This is an optimization exercise on Yosys and OpenROAD, whose aim is a short achievable clock period and few clock cycles, not a production implementation. Where RTL was checked, it was by simulation tests only, not by an equivalence proof against the original.

==> inputs of v19 <==
// pipelined_cpu
module pipelined_cpu(
    input clk,
    input rst_n,
    output [15:0]imem_addr,
    input [31:0]imem_rdata,
    output [15:0]dmem_addr,
    output dmem_we,
    output [31:0]dmem_wdata,
    input [31:0]dmem_rdata,
    output debug_wb_have_inst,
    output [31:0]debug_wb_pc,
    output debug_wb_ena,
    output [4:0]debug_wb_reg,
    output [31:0]debug_wb_value
    );
    integer j;
    reg [31:0] pc_f_n;
    reg [15:0] imem_q;
    reg [31:0] m_res_n;
    reg [15:0] dmem_q;
    wire [31:0] pc_f = ~pc_f_n;
    wire [31:0] m_res = ~m_res_n;
    reg [32*32-1:0] rfv;        
    reg        bt_v   [0:15];
    reg [11:0] bt_tag [0:15];
    reg [15:0] bt_tgt [0:15];
    reg        bt_jal [0:15];
    reg [1:0]  bt_ctr [0:15];
    reg        e_valid, e_squash;
    reg [31:0] e_pc, e_link, e_timm;
    reg [31:0] e_a, e_b, e_sd;
    reg [4:0]  e_sh;            
    reg        e_sd_late, e_a_late, e_b_late;
    reg        e_wen, e_ld, e_st, e_br, e_jal, e_jalr, e_pred, e_bhit;
    reg        e_beq, e_bne, e_blt, e_bge;
    reg [4:0]  e_rd;
    reg        e_s_add, e_s_sub, e_s_and, e_s_or, e_s_xor, e_s_sll, e_s_srl, e_s_sra, e_s_b, e_s_link;
    reg        m_valid, m_wen, m_ld, m_st, m_br, m_jal, m_taken, m_bhit, m_bok;
    reg [31:0] m_pc, m_sd, m_tgt;
    reg [4:0]  m_rd;
    reg        w_valid, w_wen;
    reg [31:0] w_pc, w_val;
  ...
Settings: LEC_CHECK=0, CAP_MARGIN=20, CORE_MARGIN=2, CORE_UTILIZATION=40, SLEW_MARGIN=20; clock period 9.0 ns.
standard.sh (not shown) runs the stock make flow with config.mk's settings and CLKGATE_MAP_FILE= SYNTH_SCRIPT=/design/flow/synth_recipe.tcl, a recipe that flattens the netlist after the stock synthesis.
==> flow/flow/run.sh <==
#!/bin/bash
# Standard layout, with timing repair aimed at a tighter setup margin.
set -euo pipefail
bash standard.sh SETUP_SLACK_MARGIN=6.5 finish > standard_flow.log 2>&1
==> v35: changes against v19 <==
--- a/flow/design.v
+++ b/flow/design.v
@@ -72,57 +72,60 @@
     output [31:0]debug_wb_pc,
     output debug_wb_ena,
     output [4:0]debug_wb_reg,
     output [31:0]debug_wb_value
     );
     integer j;
     reg [31:0] pc_f_n;
     reg [15:0] imem_q;
+    reg [15:0] bidx_q;          
     reg [31:0] m_res_n;
     reg [15:0] dmem_q;
     wire [31:0] pc_f = ~pc_f_n;
     wire [31:0] m_res = ~m_res_n;
     reg [32*32-1:0] rfv;        
     reg        bt_v   [0:15];
     reg [11:0] bt_tag [0:15];
     reg [15:0] bt_tgt [0:15];
     reg        bt_jal [0:15];
     reg [1:0]  bt_ctr [0:15];
     reg        e_valid, e_squash;
     reg [31:0] e_pc, e_link, e_timm;
+    reg [15:0] e_link_oh;       
     reg [31:0] e_a, e_b, e_sd;
-    reg [4:0]  e_sh;            
+    reg [31:0] e_ca, e_cb;      
+    reg [4:0]  e_shl, e_shr, e_sha;    
     reg        e_sd_late, e_a_late, e_b_late;
     reg        e_wen, e_ld, e_st, e_br, e_jal, e_jalr, e_pred, e_bhit;
+    reg [15:0] e_k;             
     reg        e_beq, e_bne, e_blt, e_bge;
     reg [4:0]  e_rd;
     reg        e_s_add, e_s_sub, e_s_and, e_s_or, e_s_xor, e_s_sll, e_s_srl, e_s_sra, e_s_b, e_s_link;
-    reg        m_valid, m_wen, m_ld, m_st, m_br, m_jal, m_taken, m_bhit, m_bok;
+    reg        m_valid, m_wen, m_ld, m_st, m_br, m_jal, m_jalr, m_jbad, m_taken, m_bhit, m_bok, m_kok;
     reg [31:0] m_pc, m_sd, m_tgt;
     reg [4:0]  m_rd;
     reg        w_valid, w_wen;
     reg [31:0] w_pc, w_val;
     reg [4:0]  w_rd;
-    wire [15:0] bsel = 16'd1 << pc_f[5:2];
+    wire [15:0] bsel = bidx_q;
     reg [15:0] bt_match, bt_take;
     reg [15:0] pred_tgt;
     always @* begin
         pred_tgt = 16'd0;
         for (j = 0; j < 16; j = j + 1) begin
             bt_match[j] = bsel[j] & bt_v[j] & (bt_tag[j] == pc_f[17:6]);
             bt_take[j] = bt_match[j] & (bt_jal[j] | bt_ctr[j][1]);
             pred_tgt = pred_tgt | ({16{bsel[j]}} & bt_tgt[j]);
         end
     end
     wire lowpc = pc_f[31:18] == 14'd0;
     wire bt_hit = (|bt_match) & lowpc;
     wire pred_t = (|bt_take) & lowpc;
     wire [31:0] pc_inc = pc_f + 32'd4;
-    wire [31:0] fd_next = pred_t ? {14'd0, pred_tgt, 2'b00} : pc_inc;
     wire [31:0] inst = imem_rdata;
     wire [6:0] opc = inst[6:0];
     wire is_r    = opc == 7'b0110011;
     wire is_i    = opc == 7'b0010011;
     wire is_ld   = opc == 7'b0000011;
     wire is_st   = opc == 7'b0100011;
     wire is_br   = opc == 7'b1100011;
     wire is_lui  = opc == 7'b0110111;
@@ -145,21 +148,21 @@
     wire [31:0] imm_op = is_st ? imm_s : is_lui ? imm_u : imm_i;
     wire e_v = e_valid & ~e_squash;
     wire [31:0] A = e_a;
     wire [31:0] B = e_b;
     wire [31:0] LA = e_a_late ? dmem_rdata : e_a;
     wire [31:0] LB = e_b_late ? dmem_rdata : e_b;
     wire [31:0] SD = e_sd_late ? dmem_rdata : e_sd;
     wire [31:0] sum, diff;
-    ks_add32 u_add(.a(LA), .b(LB), .cin(1'b0), .s(sum));
-    ks_add32 u_sub(.a(LA), .b(~LB), .cin(1'b1), .s(diff));
-    wire [31:0] sll_r = A << e_sh;
-    wire [31:0] srl_r = A >> e_sh;
-    wire [31:0] sra_r = $signed(A) >>> e_sh;
+    ks_add32 u_add(.a(A), .b(B), .cin(1'b0), .s(sum));
+    ks_add32 u_sub(.a(A), .b(~B), .cin(1'b1), .s(diff));
+    wire [31:0] sll_r = A << e_shl;
+    wire [31:0] srl_r = A >> e_shr;
+    wire [31:0] sra_r = $signed(A) >>> e_sha;
     wire [31:0] tgt_sum = e_pc + e_timm;
     wire [31:0] r_and = LA & LB;
     wire [31:0] r_or  = LA | LB;
     wire [31:0] r_xor = LA ^ LB;
     wire [31:0] e_result =
           ({32{e_s_add}}  & sum)
         | ({32{e_s_sub}}  & diff)
         | ({32{e_s_and}}  & r_and)
@@ -173,17 +176,17 @@
     wire [31:0] m_val = m_ld ? dmem_rdata : m_res;
     wire e_fw = e_v & e_wen;
     wire e_m1 = e_fw & (e_rd == rs1) & (rs1 != 5'd0);
     wire e_m2 = e_fw & (e_rd == rs2) & (rs2 != 5'd0);
     wire m_m1 = m_wen & (m_rd == rs1) & (rs1 != 5'd0);
     wire m_m2 = m_wen & (m_rd == rs2) & (rs2 != 5'd0);
     wire e1_alu = e_m1 & ~e_ld;
     wire e2_alu = e_m2 & ~e_ld;
-    wire late_ok = ~(is_br | is_jalr | is_sh);
+    wire late_ok = alu_op & (f3 == 3'b100 || f3 == 3'b110 || f3 == 3'b111);
     wire stall = e_ld & ((use_a & e_m1) | (b_reg & e_m2)) & ~late_ok;
     wire [31:0] rf1 = rfv[32*rs1 +: 32];
     wire [31:0] rf2 = rfv[32*rs2 +: 32];
     wire nz1 = rs1 != 5'd0;
     wire nz2 = rs2 != 5'd0;
     wire a_e  = e1_alu;
     wire a_m  = ~e_m1 & m_m1;
     wire a_rf = use_a & ~e_m1 & ~m_m1 & nz1;
@@ -214,60 +217,88 @@
         end
     endfunction
     wire [31:0] fe_a = fwd_e(a_e);
     wire [31:0] fe_b = fwd_e(b_e);
     wire [31:0] fe_s = fwd_e(s_e);
     wire [31:0] fe_h = fwd_e(h_e);
     wire [31:0] a_next  = fe_a | ({32{a_m}} & m_val) | ({32{a_rf}} & rf1);
     wire [31:0] b_next  = fe_b | ({32{b_m}} & m_val) | ({32{b_rf}} & rf2) | ({32{b_im}} & imm_op);
+    wire [31:0] ca_next = fwd_e(a_e & is_br) | ({32{a_m & is_br}} & m_val) | ({32{a_rf & is_br}} & rf1);
+    wire [31:0] cb_next = fwd_e(b_e & is_br) | ({32{b_m & is_br}} & m_val) | ({32{b_rf & is_br}} & rf2);
     wire [31:0] sd_next = fe_s | ({32{s_m}} & m_val) | ({32{s_rf}} & rf2);
     wire [4:0]  sh_next = fe_h[4:0] | ({5{h_m}} & m_val[4:0]) | ({5{h_rf}} & rf2[4:0]) | ({5{h_im}} & inst[24:20]);
     wire eq = A == B;
     wire lt;
     cmp_lt32s u_lt(.a(A), .b(B), .lt(lt));
     wire taken = (e_beq & eq) | (e_bne & ~eq) | (e_blt & lt) | (e_bge & ~lt);
+    wire eq2 = e_ca == e_cb;
+    wire lt2;
+    cmp_lt32s u_lt2(.a(e_ca), .b(e_cb), .lt(lt2));
+    wire taken2 = (e_beq & eq2) | (e_bne & ~eq2) | (e_blt & lt2) | (e_bge & ~lt2);
     wire go = e_jal | (e_br & taken);           
-    wire mispred = e_v & (e_jalr | (go != e_pred));
-    wire [31:0] seq_next = stall ? pc_f : fd_next;
-    wire [31:0] br_t = e_pred ? seq_next : tgt_sum;
-    wire [31:0] br_n = e_pred ? e_link : seq_next;
-    wire [31:0] nb_next = ~e_v ? seq_next :
-                          e_jalr ? {sum[31:1], 1'b0} :
-                          e_jal ? (e_pred ? seq_next : tgt_sum) :
-                          e_pred ? e_link : seq_next;
+    wire jalr_ok = e_pred & (A[31:1] == {14'd0, e_k, 1'b0});
+    wire mispred = e_v & (e_jalr ? ~jalr_ok : (go != e_pred));
+    wire [31:0] jalr_tgt = {sum[31:1], 1'b0};
+    wire [31:0] act_tgt = e_jalr ? jalr_tgt : tgt_sum;
     wire e_brv = e_v & e_br;
-    wire [31:0] pc_next = e_brv ? (taken ? br_t : br_n) : nb_next;
+    wire nb_btgt = e_v & e_jal & ~e_pred;                               
+    wire nb_link = e_v & e_pred & ~e_jal & ~e_jalr & ~e_br;             
+    wire sel_jalr = e_v & e_jalr & ~jalr_ok;
+    wire nb_fd = ~(e_brv | nb_btgt | nb_link | sel_jalr);
+    wire sel_hold = stall;
+    wire sel_ptgt = ~stall & pred_t;
+    wire sel_inc  = ~stall & ~pred_t;
+    function [15:0] oh4;
+        input [3:0] x;
+        oh4 = 16'd1 << x;
+    endfunction
+    wire [15:0] inc_oh = {bidx_q[14:0], bidx_q[15]};    
+    wire [15:0] fd_oh = ({16{sel_hold}} & bidx_q) | ({16{sel_ptgt}} & oh4(pred_tgt[3:0])) | ({16{sel_inc}} & inc_oh);
+    wire [31:0] fd_pc = ({32{sel_hold}} & pc_f) | ({32{sel_ptgt}} & {14'd0, pred_tgt, 2'b00}) | ({32{sel_inc}} & pc_inc);
+    wire [31:0] pc_tk = e_pred ? fd_pc : tgt_sum;
+    wire [31:0] pc_nt = e_brv ? (e_pred ? e_link : fd_pc)
+                      : ({32{nb_btgt}} & tgt_sum) | ({32{nb_link}} & e_link)
+                      | ({32{sel_jalr}} & jalr_tgt) | ({32{nb_fd}} & fd_pc);
+    wire [15:0] oh_tk = e_pred ? fd_oh : oh4(tgt_sum[5:2]);
+    wire [15:0] oh_nt = e_brv ? (e_pred ? e_link_oh : fd_oh)
+                      : ({16{nb_btgt}} & oh4(tgt_sum[5:2])) | ({16{nb_link}} & e_link_oh)
+                      | ({16{sel_jalr}} & oh4(jalr_tgt[5:2])) | ({16{nb_fd}} & fd_oh);
+    wire [31:0] pc_next = (e_brv & taken) ? pc_tk : pc_nt;
+    wire [31:0] pc_next2 = (e_brv & taken2) ? pc_tk : pc_nt;
+    wire [15:0] bidx_next = (e_brv & taken2) ? oh_tk : oh_nt;
     always @(posedge clk or negedge rst_n) begin
         if (!rst_n) begin
             pc_f_n <= 32'hffffffff;
             imem_q <= 16'd0;
+            bidx_q <= 16'd1;
         end else begin
             pc_f_n <= ~pc_next;
-            imem_q <= pc_next[17:2];
+            imem_q <= pc_next2[17:2];
+            bidx_q <= bidx_next;
         end
     end
     wire [15:0] usel = 16'd1 << m_pc[5:2];
-    wire u_go = m_jal | (m_br & m_taken);
-    wire u_alloc = u_go & m_bok & ~m_bhit;
+    wire u_go = m_jal | m_jalr | (m_br & m_taken);
+    wire u_alloc = u_go & m_bok & (~m_bhit | m_jbad) & (~m_jalr | m_kok);
     wire u_cnt = m_br & m_bhit;
     always @(posedge clk or negedge rst_n) begin
         if (!rst_n) begin
             for (j = 0; j < 16; j = j + 1) bt_v[j] <= 1'b0;
         end else begin
             for (j = 0; j < 16; j = j + 1)
                 if (u_alloc & usel[j]) bt_v[j] <= 1'b1;
         end
     end
     always @(posedge clk) begin
         for (j = 0; j < 16; j = j + 1) begin
             if (u_alloc & usel[j]) begin
                 bt_tag[j] <= m_pc[17:6];
                 bt_tgt[j] <= m_tgt[17:2];
-                bt_jal[j] <= m_jal;
+                bt_jal[j] <= m_jal | m_jalr;
                 bt_ctr[j] <= 2'b10;
             end else if (u_cnt & usel[j]) begin
                 if (m_taken) begin
                     if (bt_ctr[j] != 2'b11) bt_ctr[j] <= bt_ctr[j] + 2'd1;
                 end else begin
                     if (bt_ctr[j] != 2'b00) bt_ctr[j] <= bt_ctr[j] - 2'd1;
                 end
             end
@@ -304,45 +335,55 @@
             e_s_sra <= alu_op & f3 == 3'b101 & inst[30];
             e_s_b   <= is_lui;
             e_s_link <= is_jal | is_jalr;
         end
     end
     always @(posedge clk) begin
         e_pc <= pc_f;
         e_link <= pc_inc;
+        e_link_oh <= inc_oh;
         e_timm <= is_jal ? imm_j : imm_b;
+        e_k <= pred_tgt;
         e_a  <= a_next;
         e_b  <= b_next;
+        e_ca <= ca_next;
+        e_cb <= cb_next;
         e_sd <= sd_next;
-        e_sh <= sh_next;
+        e_shl <= sh_next & {5{f3 == 3'b001}};
+        e_shr <= sh_next & {5{f3 == 3'b101 & ~inst[30]}};
+        e_sha <= sh_next & {5{f3 == 3'b101 & inst[30]}};
     end
     always @(posedge clk or negedge rst_n) begin
         if (!rst_n) begin
             m_valid <= 1'b0; m_wen <= 1'b0; m_ld <= 1'b0; m_st <= 1'b0; m_br <= 1'b0; m_jal <= 1'b0;
+            m_jalr <= 1'b0; m_jbad <= 1'b0; m_kok <= 1'b0;
             m_taken <= 1'b0; m_bhit <= 1'b0; m_bok <= 1'b0; m_rd <= 5'd0;
         end else begin
             m_valid <= e_v;
             m_wen <= e_v & e_wen;
             m_ld <= e_v & e_ld;
             m_st <= e_v & e_st;
             m_br <= e_v & e_br;
             m_jal <= e_v & e_jal;
+            m_jalr <= e_v & e_jalr;
+            m_jbad <= e_jalr & ~jalr_ok;
+            m_kok <= B == 32'd0;
             m_taken <= taken;
             m_bhit <= e_bhit;
-            m_bok <= (e_pc[31:18] == 14'd0) & (tgt_sum[31:18] == 14'd0);
+            m_bok <= (e_pc[31:18] == 14'd0) & (act_tgt[31:18] == 14'd0);
             m_rd <= e_rd;
         end
     end
     always @(posedge clk) begin
         m_pc <= e_pc;
         m_res_n <= ~e_result;
         dmem_q <= e_result[17:2];
         m_sd <= SD;
-        m_tgt <= tgt_sum;
+        m_tgt <= act_tgt;
     end
     wire [31:0] decw = 32'd1 << m_rd;
     always @(posedge clk) begin
         for (j = 1; j < 32; j = j + 1)
             if (m_wen && decw[j])
                 rfv[32*j +: 32] <= m_val;
     end
     always @(posedge clk or negedge rst_n) begin
==> flow/flow/run.sh (replaced) <==
#!/bin/bash
# Standard layout with two changes: ABC maps the logic against a delay target
# (flow/abc_speed.script replaces ORFS's), and timing repair aims at a tighter
# setup margin. Everything else is ORFS's own scripts, copied unchanged.
set -euo pipefail
rm -rf scripts_mod
cp -r "$FLOW_HOME/scripts" scripts_mod
cp flow/abc_speed.script scripts_mod/abc_speed.script
bash standard.sh SCRIPTS_DIR="$PWD/scripts_mod" SETUP_SLACK_MARGIN=6.5 finish > standard_flow.log 2>&1
==> flow/flow/abc_speed.script (new file) <==
strash
dch -f
map -D 1500
buffer -p
upsize -D 1500
dnsize -D 1500
stime -p
==> v21: changes against v19 <==
--- a/flow/design.v
+++ b/flow/design.v
@@ -145,18 +145,18 @@
     wire [31:0] imm_op = is_st ? imm_s : is_lui ? imm_u : imm_i;
     wire e_v = e_valid & ~e_squash;
     wire [31:0] A = e_a;
     wire [31:0] B = e_b;
     wire [31:0] LA = e_a_late ? dmem_rdata : e_a;
     wire [31:0] LB = e_b_late ? dmem_rdata : e_b;
     wire [31:0] SD = e_sd_late ? dmem_rdata : e_sd;
     wire [31:0] sum, diff;
-    ks_add32 u_add(.a(LA), .b(LB), .cin(1'b0), .s(sum));
-    ks_add32 u_sub(.a(LA), .b(~LB), .cin(1'b1), .s(diff));
+    ks_add32 u_add(.a(A), .b(B), .cin(1'b0), .s(sum));
+    ks_add32 u_sub(.a(A), .b(~B), .cin(1'b1), .s(diff));
     wire [31:0] sll_r = A << e_sh;
     wire [31:0] srl_r = A >> e_sh;
     wire [31:0] sra_r = $signed(A) >>> e_sh;
     wire [31:0] tgt_sum = e_pc + e_timm;
     wire [31:0] r_and = LA & LB;
     wire [31:0] r_or  = LA | LB;
     wire [31:0] r_xor = LA ^ LB;
     wire [31:0] e_result =
@@ -173,17 +173,17 @@
     wire [31:0] m_val = m_ld ? dmem_rdata : m_res;
     wire e_fw = e_v & e_wen;
     wire e_m1 = e_fw & (e_rd == rs1) & (rs1 != 5'd0);
     wire e_m2 = e_fw & (e_rd == rs2) & (rs2 != 5'd0);
     wire m_m1 = m_wen & (m_rd == rs1) & (rs1 != 5'd0);
     wire m_m2 = m_wen & (m_rd == rs2) & (rs2 != 5'd0);
     wire e1_alu = e_m1 & ~e_ld;
     wire e2_alu = e_m2 & ~e_ld;
-    wire late_ok = ~(is_br | is_jalr | is_sh);
+    wire late_ok = alu_op & (f3 == 3'b100 || f3 == 3'b110 || f3 == 3'b111);
     wire stall = e_ld & ((use_a & e_m1) | (b_reg & e_m2)) & ~late_ok;
     wire [31:0] rf1 = rfv[32*rs1 +: 32];
     wire [31:0] rf2 = rfv[32*rs2 +: 32];
     wire nz1 = rs1 != 5'd0;
     wire nz2 = rs2 != 5'd0;
     wire a_e  = e1_alu;
     wire a_m  = ~e_m1 & m_m1;
     wire a_rf = use_a & ~e_m1 & ~m_m1 & nz1;
==> v33: changes against v19 <==
--- a/flow/design.v
+++ b/flow/design.v
@@ -97,32 +97,31 @@
     reg [4:0]  e_rd;
     reg        e_s_add, e_s_sub, e_s_and, e_s_or, e_s_xor, e_s_sll, e_s_srl, e_s_sra, e_s_b, e_s_link;
     reg        m_valid, m_wen, m_ld, m_st, m_br, m_jal, m_taken, m_bhit, m_bok;
     reg [31:0] m_pc, m_sd, m_tgt;
     reg [4:0]  m_rd;
     reg        w_valid, w_wen;
     reg [31:0] w_pc, w_val;
     reg [4:0]  w_rd;
-    wire [15:0] bsel = 16'd1 << pc_f[5:2];
+    wire [15:0] bsel = 16'd1 << imem_q[3:0];
     reg [15:0] bt_match, bt_take;
     reg [15:0] pred_tgt;
     always @* begin
         pred_tgt = 16'd0;
         for (j = 0; j < 16; j = j + 1) begin
-            bt_match[j] = bsel[j] & bt_v[j] & (bt_tag[j] == pc_f[17:6]);
+            bt_match[j] = bsel[j] & bt_v[j] & (bt_tag[j] == imem_q[15:4]);
             bt_take[j] = bt_match[j] & (bt_jal[j] | bt_ctr[j][1]);
             pred_tgt = pred_tgt | ({16{bsel[j]}} & bt_tgt[j]);
         end
     end
     wire lowpc = pc_f[31:18] == 14'd0;
     wire bt_hit = (|bt_match) & lowpc;
     wire pred_t = (|bt_take) & lowpc;
     wire [31:0] pc_inc = pc_f + 32'd4;
-    wire [31:0] fd_next = pred_t ? {14'd0, pred_tgt, 2'b00} : pc_inc;
     wire [31:0] inst = imem_rdata;
     wire [6:0] opc = inst[6:0];
     wire is_r    = opc == 7'b0110011;
     wire is_i    = opc == 7'b0010011;
     wire is_ld   = opc == 7'b0000011;
     wire is_st   = opc == 7'b0100011;
     wire is_br   = opc == 7'b1100011;
     wire is_lui  = opc == 7'b0110111;
@@ -145,18 +144,18 @@
     wire [31:0] imm_op = is_st ? imm_s : is_lui ? imm_u : imm_i;
     wire e_v = e_valid & ~e_squash;
     wire [31:0] A = e_a;
     wire [31:0] B = e_b;
     wire [31:0] LA = e_a_late ? dmem_rdata : e_a;
     wire [31:0] LB = e_b_late ? dmem_rdata : e_b;
     wire [31:0] SD = e_sd_late ? dmem_rdata : e_sd;
     wire [31:0] sum, diff;
-    ks_add32 u_add(.a(LA), .b(LB), .cin(1'b0), .s(sum));
-    ks_add32 u_sub(.a(LA), .b(~LB), .cin(1'b1), .s(diff));
+    ks_add32 u_add(.a(A), .b(B), .cin(1'b0), .s(sum));
+    ks_add32 u_sub(.a(A), .b(~B), .cin(1'b1), .s(diff));
     wire [31:0] sll_r = A << e_sh;
     wire [31:0] srl_r = A >> e_sh;
     wire [31:0] sra_r = $signed(A) >>> e_sh;
     wire [31:0] tgt_sum = e_pc + e_timm;
     wire [31:0] r_and = LA & LB;
     wire [31:0] r_or  = LA | LB;
     wire [31:0] r_xor = LA ^ LB;
     wire [31:0] e_result =
@@ -173,17 +172,17 @@
     wire [31:0] m_val = m_ld ? dmem_rdata : m_res;
     wire e_fw = e_v & e_wen;
     wire e_m1 = e_fw & (e_rd == rs1) & (rs1 != 5'd0);
     wire e_m2 = e_fw & (e_rd == rs2) & (rs2 != 5'd0);
     wire m_m1 = m_wen & (m_rd == rs1) & (rs1 != 5'd0);
     wire m_m2 = m_wen & (m_rd == rs2) & (rs2 != 5'd0);
     wire e1_alu = e_m1 & ~e_ld;
     wire e2_alu = e_m2 & ~e_ld;
-    wire late_ok = ~(is_br | is_jalr | is_sh);
+    wire late_ok = alu_op & (f3 == 3'b100 || f3 == 3'b110 || f3 == 3'b111);
     wire stall = e_ld & ((use_a & e_m1) | (b_reg & e_m2)) & ~late_ok;
     wire [31:0] rf1 = rfv[32*rs1 +: 32];
     wire [31:0] rf2 = rfv[32*rs2 +: 32];
     wire nz1 = rs1 != 5'd0;
     wire nz2 = rs2 != 5'd0;
     wire a_e  = e1_alu;
     wire a_m  = ~e_m1 & m_m1;
     wire a_rf = use_a & ~e_m1 & ~m_m1 & nz1;
@@ -222,25 +221,29 @@
     wire [31:0] sd_next = fe_s | ({32{s_m}} & m_val) | ({32{s_rf}} & rf2);
     wire [4:0]  sh_next = fe_h[4:0] | ({5{h_m}} & m_val[4:0]) | ({5{h_rf}} & rf2[4:0]) | ({5{h_im}} & inst[24:20]);
     wire eq = A == B;
     wire lt;
     cmp_lt32s u_lt(.a(A), .b(B), .lt(lt));
     wire taken = (e_beq & eq) | (e_bne & ~eq) | (e_blt & lt) | (e_bge & ~lt);
     wire go = e_jal | (e_br & taken);           
     wire mispred = e_v & (e_jalr | (go != e_pred));
-    wire [31:0] seq_next = stall ? pc_f : fd_next;
-    wire [31:0] br_t = e_pred ? seq_next : tgt_sum;
-    wire [31:0] br_n = e_pred ? e_link : seq_next;
-    wire [31:0] nb_next = ~e_v ? seq_next :
-                          e_jalr ? {sum[31:1], 1'b0} :
-                          e_jal ? (e_pred ? seq_next : tgt_sum) :
-                          e_pred ? e_link : seq_next;
-    wire e_brv = e_v & e_br;
-    wire [31:0] pc_next = e_brv ? (taken ? br_t : br_n) : nb_next;
+    wire sel_btgt = e_v & ~e_pred & (e_jal | (e_br & taken));           
+    wire sel_link = e_v & e_pred & ~e_jal & ~(e_br & taken);            
+    wire sel_jalr = e_v & e_jalr;
+    wire fd_sel = ~(sel_btgt | sel_link | sel_jalr);
+    wire sel_hold = fd_sel & stall;
+    wire sel_ptgt = fd_sel & ~stall & pred_t;
+    wire sel_inc  = fd_sel & ~stall & ~pred_t;
+    wire [31:0] pc_next = ({32{sel_btgt}} & tgt_sum)
+                        | ({32{sel_link}} & e_link)
+                        | ({32{sel_jalr}} & {sum[31:1], 1'b0})
+                        | ({32{sel_hold}} & pc_f)
+                        | ({32{sel_ptgt}} & {14'd0, pred_tgt, 2'b00})
+                        | ({32{sel_inc}}  & pc_inc);
     always @(posedge clk or negedge rst_n) begin
         if (!rst_n) begin
             pc_f_n <= 32'hffffffff;
             imem_q <= 16'd0;
         end else begin
             pc_f_n <= ~pc_next;
             imem_q <= pc_next[17:2];
         end
==> flow/flow/run.sh (replaced) <==
#!/bin/bash
# Standard layout with two changes: ABC maps the logic against a delay target
# (flow/abc_speed.script replaces ORFS's), and timing repair aims at a tighter
# setup margin. Everything else is ORFS's own scripts, copied unchanged.
set -euo pipefail
rm -rf scripts_mod
cp -r "$FLOW_HOME/scripts" scripts_mod
cp flow/abc_speed.script scripts_mod/abc_speed.script
bash standard.sh SCRIPTS_DIR="$PWD/scripts_mod" SETUP_SLACK_MARGIN=6.5 finish > standard_flow.log 2>&1
==> flow/flow/abc_speed.script (new file) <==
strash
dch -f
map -D 1500
buffer -p
upsize -D 1500
dnsize -D 1500
stime -p
==> results.cfg <==
[run_status]
status = no timing/DRC/antenna violations

[global_routing]
grt_pass1_vias = 88000
grt_pass1_wl_mm = 681

[die]
num_rows = 181
die_h_um = 499

[clock_network]
cts_buffer_depth = 3

[critical_path]
critical_path.endpoint = e_a[26]
path_buf_inv = 4

[synthesis]
ys_seq_area_frac = 0.560
ys_types = 82

[hold_path]
min_to = w_pc[21]

[timing]
slew_headroom = 0.204
# the run above: v33

==> results.cfg <==
[critical_path]
critical_path.endpoint = e_a[27]

[clock_network]
cts_buffer_depth = 3

[hold_path]
min_to = w_pc[22]

[die]
die_h_um = 494

[synthesis]
ys_seq_area_frac = 0.571

[run_status]
status = no timing/DRC/antenna violations
# the run above: v19

==> results.cfg <==
[run_status]
status = no timing/DRC/antenna violations

[die]
num_rows = 190
die_h_um = 523

[synthesis]
ys_types = 94
ys_seq_area_frac = 0.534

[hold_path]
min_to = w_pc[0]

[critical_path]
critical_path.endpoint = pc_f_n[7]

[global_routing]
grt_pass1_wl_mm = 854
# the run above: v35

==> results.cfg <==
[run_status]
status = no timing/DRC/antenna violations

[synthesis]
ys_types = 113
ys_seq_area_frac = 0.566

[critical_path]
path_buf_inv = 6
critical_path.endpoint = imem_q[1]

[global_routing]
grt_pass1_wl_mm = 561
grt_pass1_vias = 70300

[clock_network]
cts_buffer_depth = 3

[die]
num_rows = 180
die_h_um = 496
# the run above: v21

Testbench counts of v33, summed over its fixed seeds: cycles 89,268.
Function not checked in v19, v35 and v21: the RTL went through the layout flow alone.

==> port drivers added, routing unchanged <==
Ports are ideal in the flow. The routed layouts listed here were re-timed in OpenROAD. Step 1: set_driving_cell puts a clkbuf_16 on clk and a buf_2 on each other input, an assumption about the parent block. Step 2 moves the port delays by t, midway between the first and last clock arrival at a register: inputs arrive t later, outputs are due t later. That takes back most of the time a late clock gives input paths. a / b / c = no drivers / after step 1 / after step 2; a / b = the first two.
run	shift t [ns]	setup WS [ns]	hold slack, ns	worst register clock-pin slew, ns	worst data-port slew with drivers (ns)
v19	0.960	4.660 / 4.593 / 3.633	0.306 / 0.306 / 0.306	0.07 / 0.07	0.53
v35	1.050	5.401 / 5.303 / 4.253	0.301 / 0.301 / 0.301	0.08 / 0.08	0.44
v21	0.961	5.274 / 4.984 / 4.024	0.325 / 0.325 / 0.325	0.07 / 0.07	0.68
v33	0.977	5.518 / 5.251 / 4.275	0.324 / 0.324 / 0.324	0.08 / 0.08	0.46
After both steps every run listed still meets setup and hold. For v21, which loses most, drivers alone change the setup slack by -0.290 ns; drivers and shift together by -1.250 ns.
